Background: an optimization exercise with open tools, aiming at small area and a short achievable clock period. Do not read the settings as production practice. The RTL was checked by simulation tests, not by an equivalence proof against the original design. Power and IR drop assume default switching activity.

==> flow/design.v, too long to show whole: its modules and the start of the top module <==
// module simd_vector_mac: 5027 lines
module simd_vector_mac (
    input clk,
    input rst_n,
    input valid_i,
    input start_i,
    input last_i,
    input [63:0] A,
    input [63:0] B,
    output vector_mac_valid_o,
    output [37:0] vector_mac_data_o
);
  // ...
==> flow/flow/run.sh <==
#!/bin/bash
# Standard layout, with one netlist step between synthesis and floorplan: bubble2.py chooses the
# polarity of the full-adder cells, fa(~a,~b,~c) = ~fa(a,b,c), and of gates that have a
# complemented twin, so that the netlist needs fewer inverters. Registers are not touched.
# Port buffers are buf_2 cells instead of the delay cells buffer_ports picks by itself.
set -euo pipefail
R=$PWD/orfs/results/$FLOW_PLATFORM/simd_vector_mac/base
LIB=$FLOW_HOME/platforms/$FLOW_PLATFORM/lib/sky130_fd_sc_hd__tt_025C_1v80.lib
bash standard.sh "$R/1_2_yosys.v" > synth.log 2>&1
cp "$R/1_2_yosys.v" "$PWD/1_2_yosys_standard.v"
python3 flow/bubble2.py "$LIB" "$PWD/1_2_yosys_standard.v" "$R/1_2_yosys.v" > bubble.log 2>&1
export BUFFER_PORTS_ARGS="-buffer_cell sky130_fd_sc_hd__buf_2"
bash standard.sh finish > layout.log 2>&1
==> flow/flow/bubble2.py <==
#!/usr/bin/env python3
"""Choose the polarity of every full-adder cell in a flat sky130hd Yosys netlist so that the
netlist needs as few inverters as possible, then rebuild its inverters.

A full adder with all three inputs complemented gives both outputs complemented:
fa(~a, ~b, ~c) = (~sum, ~cout). Synthesis maps many adders in the inverted form and puts an
inverter on adder inputs and outputs. Here every inverter is taken out, each signal is traced to
its source with the parity of the inverters on the way, each adder gets a polarity (0: as it is,
1: all its pins complemented) from a local search, and one inverter is put back for each signal
that some pin needs complemented. Registers, ports and all other cells keep their function and
names; the netlist's function is unchanged.

Gates that have a complemented twin with the same inputs (nand2 and and2, o21ai and o21a, ...)
may also be swapped for their twin where that saves area, so that a signal can be had in either
polarity without an inverter.

usage: bubble2.py LIB IN.v OUT.v
"""
import random, re, sys

libtxt = open(sys.argv[1]).read()
LIB = {}
for m in re.finditer(r'cell\s*\(\s*"?(sky130_fd_sc_hd__\w+)"?\s*\)\s*\{', libtxt):
    nxt = libtxt.find("cell (", m.end())
    seg = libtxt[m.end(): nxt if nxt > 0 else len(libtxt)]
    area = float(re.search(r"area\s*:\s*([0-9.]+)", seg).group(1))
    pins = re.findall(r'pin\s*\(\s*"?(\w+)"?\s*\)\s*\{\s*[^}]*?direction\s*:\s*"?(\w+)"?', seg, re.S)
    LIB[m.group(1)] = (area, {p for p, d in pins if d == "input"}, [p for p, d in pins if d == "output"])
PAIRS = """and2 nand2 and3 nand3 and4 nand4 or2 nor2 or3 nor3 or4 nor4 xor2 xnor2 xor3 xnor3
and2b nand2b and3b nand3b and4b nand4b and4bb nand4bb or2b nor2b or3b nor3b or4b nor4b or4bb nor4bb
a21o a21oi a211o a211oi a2111o a2111oi a21bo a21boi a22o a22oi a221o a221oi a2bb2o a2bb2oi
a311o a311oi a31o a31oi a32o a32oi a41o a41oi o21a o21ai o211a o211ai o2111a o2111ai o21ba o21bai
o221a o221ai o22a o22ai o2bb2a o2bb2ai o311a o311ai o31a o31ai o32a o32ai o41a o41ai mux2 mux2i""".split()
TWIN = {}
for i in range(0, len(PAIRS), 2):
    TWIN[PAIRS[i]] = PAIRS[i + 1]
    TWIN[PAIRS[i + 1]] = PAIRS[i]
P = "sky130_fd_sc_hd__"


def twin_of(typ):
    """The complemented twin cell of typ (same drive if the library has it), or None."""
    mm = re.match(P + r"(\w+?)_(\d+)$", typ)
    if not mm or mm.group(1) not in TWIN or typ not in LIB:
        return None
    base = P + TWIN[mm.group(1)]
    for size in (mm.group(2), "1", "2", "0", "4"):
        t = f"{base}_{size}"
        if t in LIB and LIB[t][1] == LIB[typ][1] and len(LIB[t][2]) == 1 and len(LIB[typ][2]) == 1:
            return t
    return None


src = open(sys.argv[2]).read()
OUT_PINS = {"Y", "X", "SUM", "COUT", "Q", "Q_N", "HI", "LO"}
FA_IN = ("A", "B", "CIN")
INV = "sky130_fd_sc_hd__inv_1"

m = re.search(r"module\s+(\w+)\s*\((.*?)\);(.*)endmodule", src, re.S)
top, portlist, body = m.group(1), m.group(2), m.group(3)
decls, assigns, cells, order, ports = [], [], {}, [], set()
for st in re.split(r";\s*\n", body):
    s = st.strip()
    if not s:
        continue
    if re.match(r"(input|output|inout|wire)\b", s):
        decls.append(s + " ;")
        mm = re.match(r"(input|output|inout)\s+(\[[^\]]*\]\s*)?(\S+)", s)
        if mm:
            ports.add(mm.group(3))
        continue
    if s.startswith("assign"):
        assigns.append(s + " ;")
        continue
    mm = re.match(r"(\S+)\s+(\S+)\s*\((.*)\)\s*$", s, re.S)
    if not mm:
        raise SystemExit("cannot parse: " + s[:200])
    typ, name, conns = mm.groups()
    pins = {pm.group(1): pm.group(2).strip() for pm in re.finditer(r"\.(\w+)\(([^()]*)\)", conns)}
    cells[name] = [typ, pins]
    order.append(name)
if assigns:
    raise SystemExit("netlist has assign statements; not handled")


def is_port(net):
    return re.sub(r"\[\d+\]$", "", net) in ports


driver = {}
for c in order:
    for p, net in cells[c][1].items():
        if p in OUT_PINS:
            driver[net] = c

# removable inverters: every inverter whose output is not a port
inv = {c for c in order if cells[c][0].startswith(("sky130_fd_sc_hd__inv_", "sky130_fd_sc_hd__clkinv_"))
       and not is_port(cells[c][1]["Y"])}
fas = [c for c in order if cells[c][0].startswith("sky130_fd_sc_hd__fa_")]
fixed = {c for c in fas if any(is_port(cells[c][1][p]) for p in ("SUM", "COUT"))}
flip_ok = [c for c in fas if c not in fixed]


def root(net):
    par = 0
    while net in driver and driver[net] in inv:
        net = cells[driver[net]][1]["A"]
        par ^= 1
    return net, par


# loads: every input pin of a kept cell, as (root, parity)
loads = {}          # root -> list of (cell, pin, parity)
pinroot = {}        # (cell, pin) -> (root, parity)
for c in order:
    if c in inv:
        continue
    for p, net in cells[c][1].items():
        if p in OUT_PINS or net.startswith("1'"):
            continue
        r, q = root(net)
        loads.setdefault(r, []).append((c, p, q))
        pinroot[(c, p)] = (r, q)
# inverter outputs that reach nothing are dropped with the inverter

isfa = set(fas)
twin = {}
for c in order:
    if c in inv or c in isfa:
        continue
    t = twin_of(cells[c][0])
    if t and not any(is_port(n) for p, n in cells[c][1].items() if p in OUT_PINS):
        twin[c] = t
var = flip_ok + list(twin)
pol = {c: 0 for c in var}
INV_AREA = LIB[INV][0]
swap_cost = {c: LIB[t][0] - LIB[cells[c][0]][0] for c, t in twin.items()}


def avail(r):
    return pol.get(driver.get(r), 0)


def need(c, p, q):
    return q ^ (pol[c] if (c in isfa and p in FA_IN and c in pol) else 0)


def cost(r):
    a = avail(r)
    return INV_AREA if any(need(c, p, q) != a for (c, p, q) in loads.get(r, ())) else 0.0


def outs(c):
    return [n for p, n in cells[c][1].items() if p in OUT_PINS]


def touched(f):
    rs = set(outs(f))
    if f in isfa:
        for p in FA_IN:
            if (f, p) in pinroot:
                rs.add(pinroot[(f, p)][0])
    return rs


def own(f):
    return swap_cost.get(f, 0.0) * pol[f]


def total():
    return sum(cost(r) for r in loads) + sum(own(c) for c in twin)


start = total()
# Seed the search: adders joined sum/carry to input want p_g = p_f ^ parity; set them by a
# breadth-first walk over those joins, then try each connected group in both polarities.
adj = {f: [] for f in flip_ok}
for r, ls in loads.items():
    f = driver.get(r)
    if f not in adj:
        continue
    for (g, p, q) in ls:
        if g in adj and p in FA_IN and g != f:
            adj[f].append((g, q))
            adj[g].append((f, q))
seen = set()
groups = []
for s0 in flip_ok:
    if s0 in seen:
        continue
    seen.add(s0)
    comp_l = [s0]
    pol[s0] = 0
    queue = [s0]
    while queue:
        f = queue.pop()
        for g, q in adj[f]:
            if g not in seen:
                seen.add(g)
                pol[g] = pol[f] ^ q
                comp_l.append(g)
                queue.append(g)
    groups.append(comp_l)
seeded = total()
for comp_l in groups:
    before = total()
    for f in comp_l:
        pol[f] ^= 1
    if total() >= before:
        for f in comp_l:
            pol[f] ^= 1
if total() > start:
    for f in flip_ok:
        pol[f] = 0
start_seeded = total()
best, best_pol = start_seeded, dict(pol)
cur = start_seeded
rng = random.Random(1)
for it in range(80):
    rng.shuffle(var)
    improved = False
    for f in var:
        rs = touched(f)
        before = sum(cost(r) for r in rs) + own(f)
        pol[f] ^= 1
        after = sum(cost(r) for r in rs) + own(f)
        d = after - before
        if d < -1e-9 or (abs(d) < 1e-9 and rng.random() < 0.3):
            cur += d
            if d < -1e-9:
                improved = True
        else:
            pol[f] ^= 1
    if cur < best - 1e-9:
        best, best_pol = cur, dict(pol)
    if not improved and it > 30:
        break
pol = best_pol
for c, t in twin.items():
    if pol[c]:
        pins = cells[c][1]
        (op,) = [p for p in pins if p in OUT_PINS]
        net = pins.pop(op)
        pins[LIB[t][2][0]] = net
        cells[c][0] = t

# rebuild
newdecl, k = [], [0]
comp = {}


def complement(r):
    if r not in comp:
        k[0] += 1
        nn = f"_bubn{k[0]}_"
        newdecl.append(f"wire {nn};")
        ci = f"_bubinv{k[0]}_"
        cells[ci] = [INV, {"A": r, "Y": nn}]
        order.append(ci)
        comp[r] = nn
    return comp[r]


for c in list(order):
    if c in inv or c not in cells:
        continue
    typ, pins = cells[c]
    for p in list(pins):
        if (c, p) not in pinroot:
            continue
        r, q = pinroot[(c, p)]
        pins[p] = r if need(c, p, q) == avail(r) else complement(r)
for c in inv:
    del cells[c]

n_inv0 = len(inv)
sys.stderr.write(f"bubble2: {len(fas)} adders, {sum(pol[c] for c in flip_ok)} flipped, "
                 f"{sum(pol[c] for c in twin)} of {len(twin)} gates swapped for their twin, "
                 f"inverters {n_inv0} -> {len(comp)} (area cost {start:.1f}, seeded {start_seeded:.1f}, "
                 f"{len(groups)} groups, final {best:.1f})\n")

out = [f"module {top}({portlist});"]
out += ["  " + d for d in decls]
out += ["  " + d for d in newdecl]
for name in order:
    if name not in cells:
        continue
    typ, pins = cells[name]
    conn = ",\n".join(f"    .{p}({n}{' ' if n.startswith(chr(92)) else ''})" for p, n in pins.items())
    out.append(f"  {typ} {name} (\n{conn}\n  );")
out.append("endmodule")
open(sys.argv[3], "w").write("\n".join(out) + "\n")
==> flow/standard.sh <==
#!/bin/bash
# synth_recipe.tcl (not shown) runs the flow's synth.tcl, then flattens the netlist and writes it again
# the make line also repeats each setting of config.mk as NAME=value (left out here)
make -C /OpenROAD-flow-scripts/flow DESIGN_CONFIG=/design/flow/config.mk WORK_HOME=/design/flow/orfs CLKGATE_MAP_FILE= SYNTH_SCRIPT=/design/flow/synth_recipe.tcl "${@:-finish}"
==> flow/config.mk <==
export PLATFORM = sky130hd
export DESIGN_NAME = simd_vector_mac
export DESIGN_NICKNAME = simd_vector_mac
export VERILOG_FILES = /design/flow/design.v
export SDC_FILE = /design/flow/constraint.sdc
export NUM_CORES = 4
export LEC_CHECK = 0
export ABC_AREA = 1
export CAP_MARGIN = 20
export CORE_MARGIN = 2
export CORE_UTILIZATION = 40
export PLACE_DENSITY = 0.8
export SETUP_SLACK_MARGIN = 2.3
export SLEW_MARGIN = 20
==> flow/constraint.sdc <==
create_clock -name core_clock -period 4.5 [get_ports {clk}]
set_input_delay 0.9000 -clock core_clock [delete_from_list [all_inputs] [get_ports {clk}]]
set_output_delay 0.9000 -clock core_clock [all_outputs]
set_load 0.01 [all_outputs]
==> flow_summary.json, run 1 <==
{
  "slew_headroom": 0.358,
  "antenna_found_initial": 5,
  "grt_pass1_wl_um": 190000,
  "drt_wl_total_um": 129000,
  "initial_core_util": 0.402,
  "outcome": "timing/DRC/antenna clean",
  "setup_ws_ns": 2.19,
  "dr.max_layer_used": "met5",
  "io_pins": 172,
  "largest_class": "multi-input combinational cells",
  "sequentialPower_mw": 11.2,
  "holdWs_ns": 0.119,
  "seq_area_frac": 0.306,
  "place_hpwl_um": 97400,
  "power_switching_mw": 15.0,
  "root_buffer": "clkbuf_16",
  "grt_use_met3": 0.0576,
  "met1_length_um": 48000,
  "start_kind": "flop",
  "crit_type": "reg2reg",
  "fp.dieArea_um2": 105000,
  "grt_use_met1": 0.310,
  "fin_crit_sh": 0.512,
  "power_density_nw_per_um2": 746,
  "fin_crit_ns": 2.31,
  "avgSynthCellArea_um2": 10.9,
  "crit_start": "s_p[3]$_DFF_PN0_"
}
==> inputs of run 2 (changes only) <==
--- a/flow/design.v
+++ b/flow/design.v
@@ -647,17 +647,17 @@
     wire bp634;
     wire bp635;
     wire bp636;
     wire bp637;
     wire bp638;
     wire bp639;
     wire bn640;
     logic [37:0] acc_s, acc_c;   
-    wire acc_zero = s_p[3] | clr[3];   
+    logic acc_zero;   
     wire [37:0] as_g = acc_zero ? '0 : acc_s;
     wire [37:0] ac_g = acc_zero ? '0 : acc_c;
     wire s641;
     wire c642;
     wire s643;
     wire c644;
     wire s645;
     wire c646;
@@ -5001,16 +5001,19 @@
         t7_64 <= t4_142 & v_p[2];
         t7_65 <= c1676 & v_p[2];
         t7_66 <= v_p[2];
         t7_67 <= v_p[2];
         t7_68 <= v_p[2];
         t7_69 <= v_p[2];
         t7_70 <= v_p[2];
     end
+    always_ff @(posedge clk or negedge rst_n)
+        if (!rst_n) acc_zero <= 1'b1;
+        else        acc_zero <= s_p[2] | clr[2];
     always_ff @(posedge clk) begin
         acc_s <= row0;
         acc_c <= row1;
     end
     logic [37:0] res_d;
     logic res_v, out_v;
     always_ff @(posedge clk or negedge rst_n)
         if (!rst_n) begin
==> run 2 against run 1 <==
Clock skew barely moved. Still clean. Largest power group unchanged. Final area up 0.71%. Area after synthesis up 0.24%.
==> flow_summary.json, run 2 <==
{
  "cp-end-kind": "flop",
  "fin_crit_ns": 2.39,
  "synth_fp_nets": 4519,
  "nets": 4637,
  "worst_slew_pin_slew_ns": 0.975,
  "fin_area_um2": 48400,
  "fill_cells": 8968,
  "combPwrFrac": 0.499,
  "antenna_found_initial": 11,
  "htreeDepth": 3,
  "crit_type": "reg2reg",
  "fp.dieArea_um2": 105000,
  "numCtsBuffers": 82,
  "crit_arrival_ns": 2.90,
  "die_w_um": 324,
  "core_um2": 102000,
  "clock_skew_ns": 0.0283,
  "synthCells": 3755,
  "max_freq_mhz": 418,
  "worst-path-max-fanout": 7,
  "cp_cell_sequence": "nor2_4, fa_1, fa_2, fa_2",
  "fin_crit_sh": 0.531,
  "p_seq_frac": 0.309,
  "firstDrtPassIters": 6,
  "clkPwrFrac": 0.192,
  "placed_area_um2": 44400,
  "io_buffers": 171,
  "place_hpwl_um": 97800,
  "wl_per_cell_um": 24.4,
  "worstHoldPathType": "in2async",
  "drtAntennaViolNets": 0,
  "root_buffer": "clkbuf_16",
  "clk_pin_slew_ns": 0.06,
  "track_usage": 0.248,
  "power_mw": 36.1,
  "cts_tree": "done",
  "drive_above_1_share": 0.221,
  "cp.required_ns": 5.01,
  "critPathMostFrequentCell": "fa_2",
  "yosysWarnings": 1,
  "place.gp.congestion": 0.964,
  "finalSetupViolCount": 0,
  "power_switching_mw": 15.1,
  "io_pins": 172,
  "r2r_start": "acc_zero$_DFF_PN1_",
  "critPathMaxStageDelay_ns": 0.74,
  "maxSlewViolCount": 0,
  "cts.path.max_buffers": 3,
  "area_growth_pct": 18.1,
  "worstSkewPairLatency_ns": 0.65,
  "start_kind": "flop",
  "top_regs": "acc_s: 38 flops, res_d: 38 flops, acc_c: 37 flops",
  "maxCapViolations": 0,
  "synth_area_um2": 41000,
  "rsz0062_at_grt": "true",
  "drc": 0,
  "cts.sinks": 730,
  "holdBufCountCts": 0,
  "fin_setup_tns_ns": 0,
  "avgSynthCellArea_um2": 10.9,
  "grt_pass1_wl_um": 191000,
  "hold_violations": 0,
  "crit_start": "acc_zero$_DFF_PN1_",
  "p_sw_frac": 0.419,
  "grt_max_degree": 42,
  "drt_wl_total_um": 130000,
  "holdWs_ns": 0.114,
  "power_density_nw_per_um2": 746,
  "final_common_cell": "dfxtp_1",
  "cpMaxStageDelayCell": "dfstp_4",
  "grt_pass1_vias": 29284,
  "outcome": "timing/DRC/antenna clean",
  "globalRouteOverflowTotal": 0,
  "num_vias": 28425,
  "peakVddDrop_mv": 0.593,
  "die_y_um": 324,
  "initial_core_util": 0.403,
  "p_int_mw": 21.0,
  "most-common-layout-cells": "dfxtp_1 (718), fa_1 (523), xor2_1 (513)",
  "via_per_inst": 5.35,
  "power.leakage_nw": 20.8,
  "fin_util": 0.476,
  "drt_iter0_drc": 2991,
  "num_rows": 117,
  "slew_headroom": 0.349
}
run 2: changes by cell type in the layout (fill, tap and decap cells not counted), moves of 6 or more:
cell	before	now
buf_6	9	19
clkinv_2	12	18
and2_4	13	20
fa_2	13	34
fa_1	544	523
nor2_1	153	145
and2_1	47	40
run 2: through the flow:
stage | instances | worst slack, ns
2_1_floorplan | 3755 | 2.12
3_3_place_gp | 5101 | 1.37
3_5_place_dp | 5101 | 1.32
4_1_cts | 5290 | 2.11
5_1_grt | 5312 | 2.07
6_report | 5312 | 2.11
run 2: routing by layer:
layer | vias to the layer above | global-route usage | routed length [um]
met1 | 14235 | 0.316 | 49400
met5 | - | 0 | 73
li1 | 12369 | - | -
met2 | 1487 | 0.395 | 59800
met3 | 328 | 0.0513 | 11700
met4 | 6 | 0.137 | 8790
run 2: worst paths after layout:
path | endpoint | slack [ns] | depth (start not counted)
min | out_v$_DFF_PN0_ | 0.11 | 1
min reg2reg | t4_1$_DFF_P_ | 0.34 | 0
max in group asynchronous | clr[2]$_DFF_PN1_ | 4.12 | 1
max reg2reg | acc_s[20]$_DFF_P_ | 2.11 | 4
max | acc_s[20]$_DFF_P_ | 2.11 | 4
min in group core_clock | t4_1$_DFF_P_ | 0.34 | 0
run 2: final cells by class:
class,instances,area (um2),share of cell area
multi-input combinational,2472,26100,0.539
sequential,730,14700,0.304
clock buffer,111,2330,0.0482
timing repair buffer,240,1740,0.0360
tap,1368,1710,0.0354
inverter,345,1380,0.0286
clock inverter,41,439,0.00908
timing repair inverter,2,15.0,0.000310
antenna,3,7.51,0.000155
run 2: timing repair:
item                                    in CTS  in global routing
pin swaps                                   55                 40
buffers inserted                            33                 19
endpoints found under the setup margin     359                184
gates resized for setup                     95                 71
cloned                                       4                  0
run 2: power by group through the flow:
stage / sequential (mW) / combinational (mW) / clock (mW)
after detailed placement: 11.2 / 17.1 / 0
after global placement: 11.2 / 16.5 / 0
after floorplan: 10.5 / 10.7 / 0
final: 11.2 / 18.0 / 6.92
after CTS: 11.1 / 17.5 / 6.98
after global routing: 11.3 / 19.8 / 7.25
run 2: worst max-delay path: cells and delay by family (launching register included):
kind                     cells  cell delay (ns)
adder cells (fa/ha/maj)      3             1.46
AND/OR/NAND/NOR              1             0.06
flip-flops                   1             0.74

## port drivers added, routing unchanged
The results above use ideal ports. As a check the final layouts listed here were re-extracted and re-timed, cells and wires unchanged.
Step 1 assumes that a clkbuf_16 drives the clock port and a buf_2 every other input.
Step 2 adds t to the input delays and takes it off the output delays; t is the mean of the earliest and latest rising clock arrival at the registers after step 1. Input paths then give back, and output paths get back, about the clock's delay inside the block.
Slacks: ideal / step 1 / step 2; pairs: ideal / step 1.
| run | t (ns) | setup slack, ns | slew at the worst register clock pin (ns) |
|---|---|---|---|
| run 1 | 0.710 | 2.195 / 2.195 / 1.572 | 0.07 / 0.07 |
| run 2 | 0.698 | 2.109 / 2.109 / 1.580 | 0.07 / 0.07 |
After both steps setup and hold are still met in every run listed. The setup slack of run 1, which loses most, moves by 0.000 ns with the drivers and by -0.623 ns with both steps.
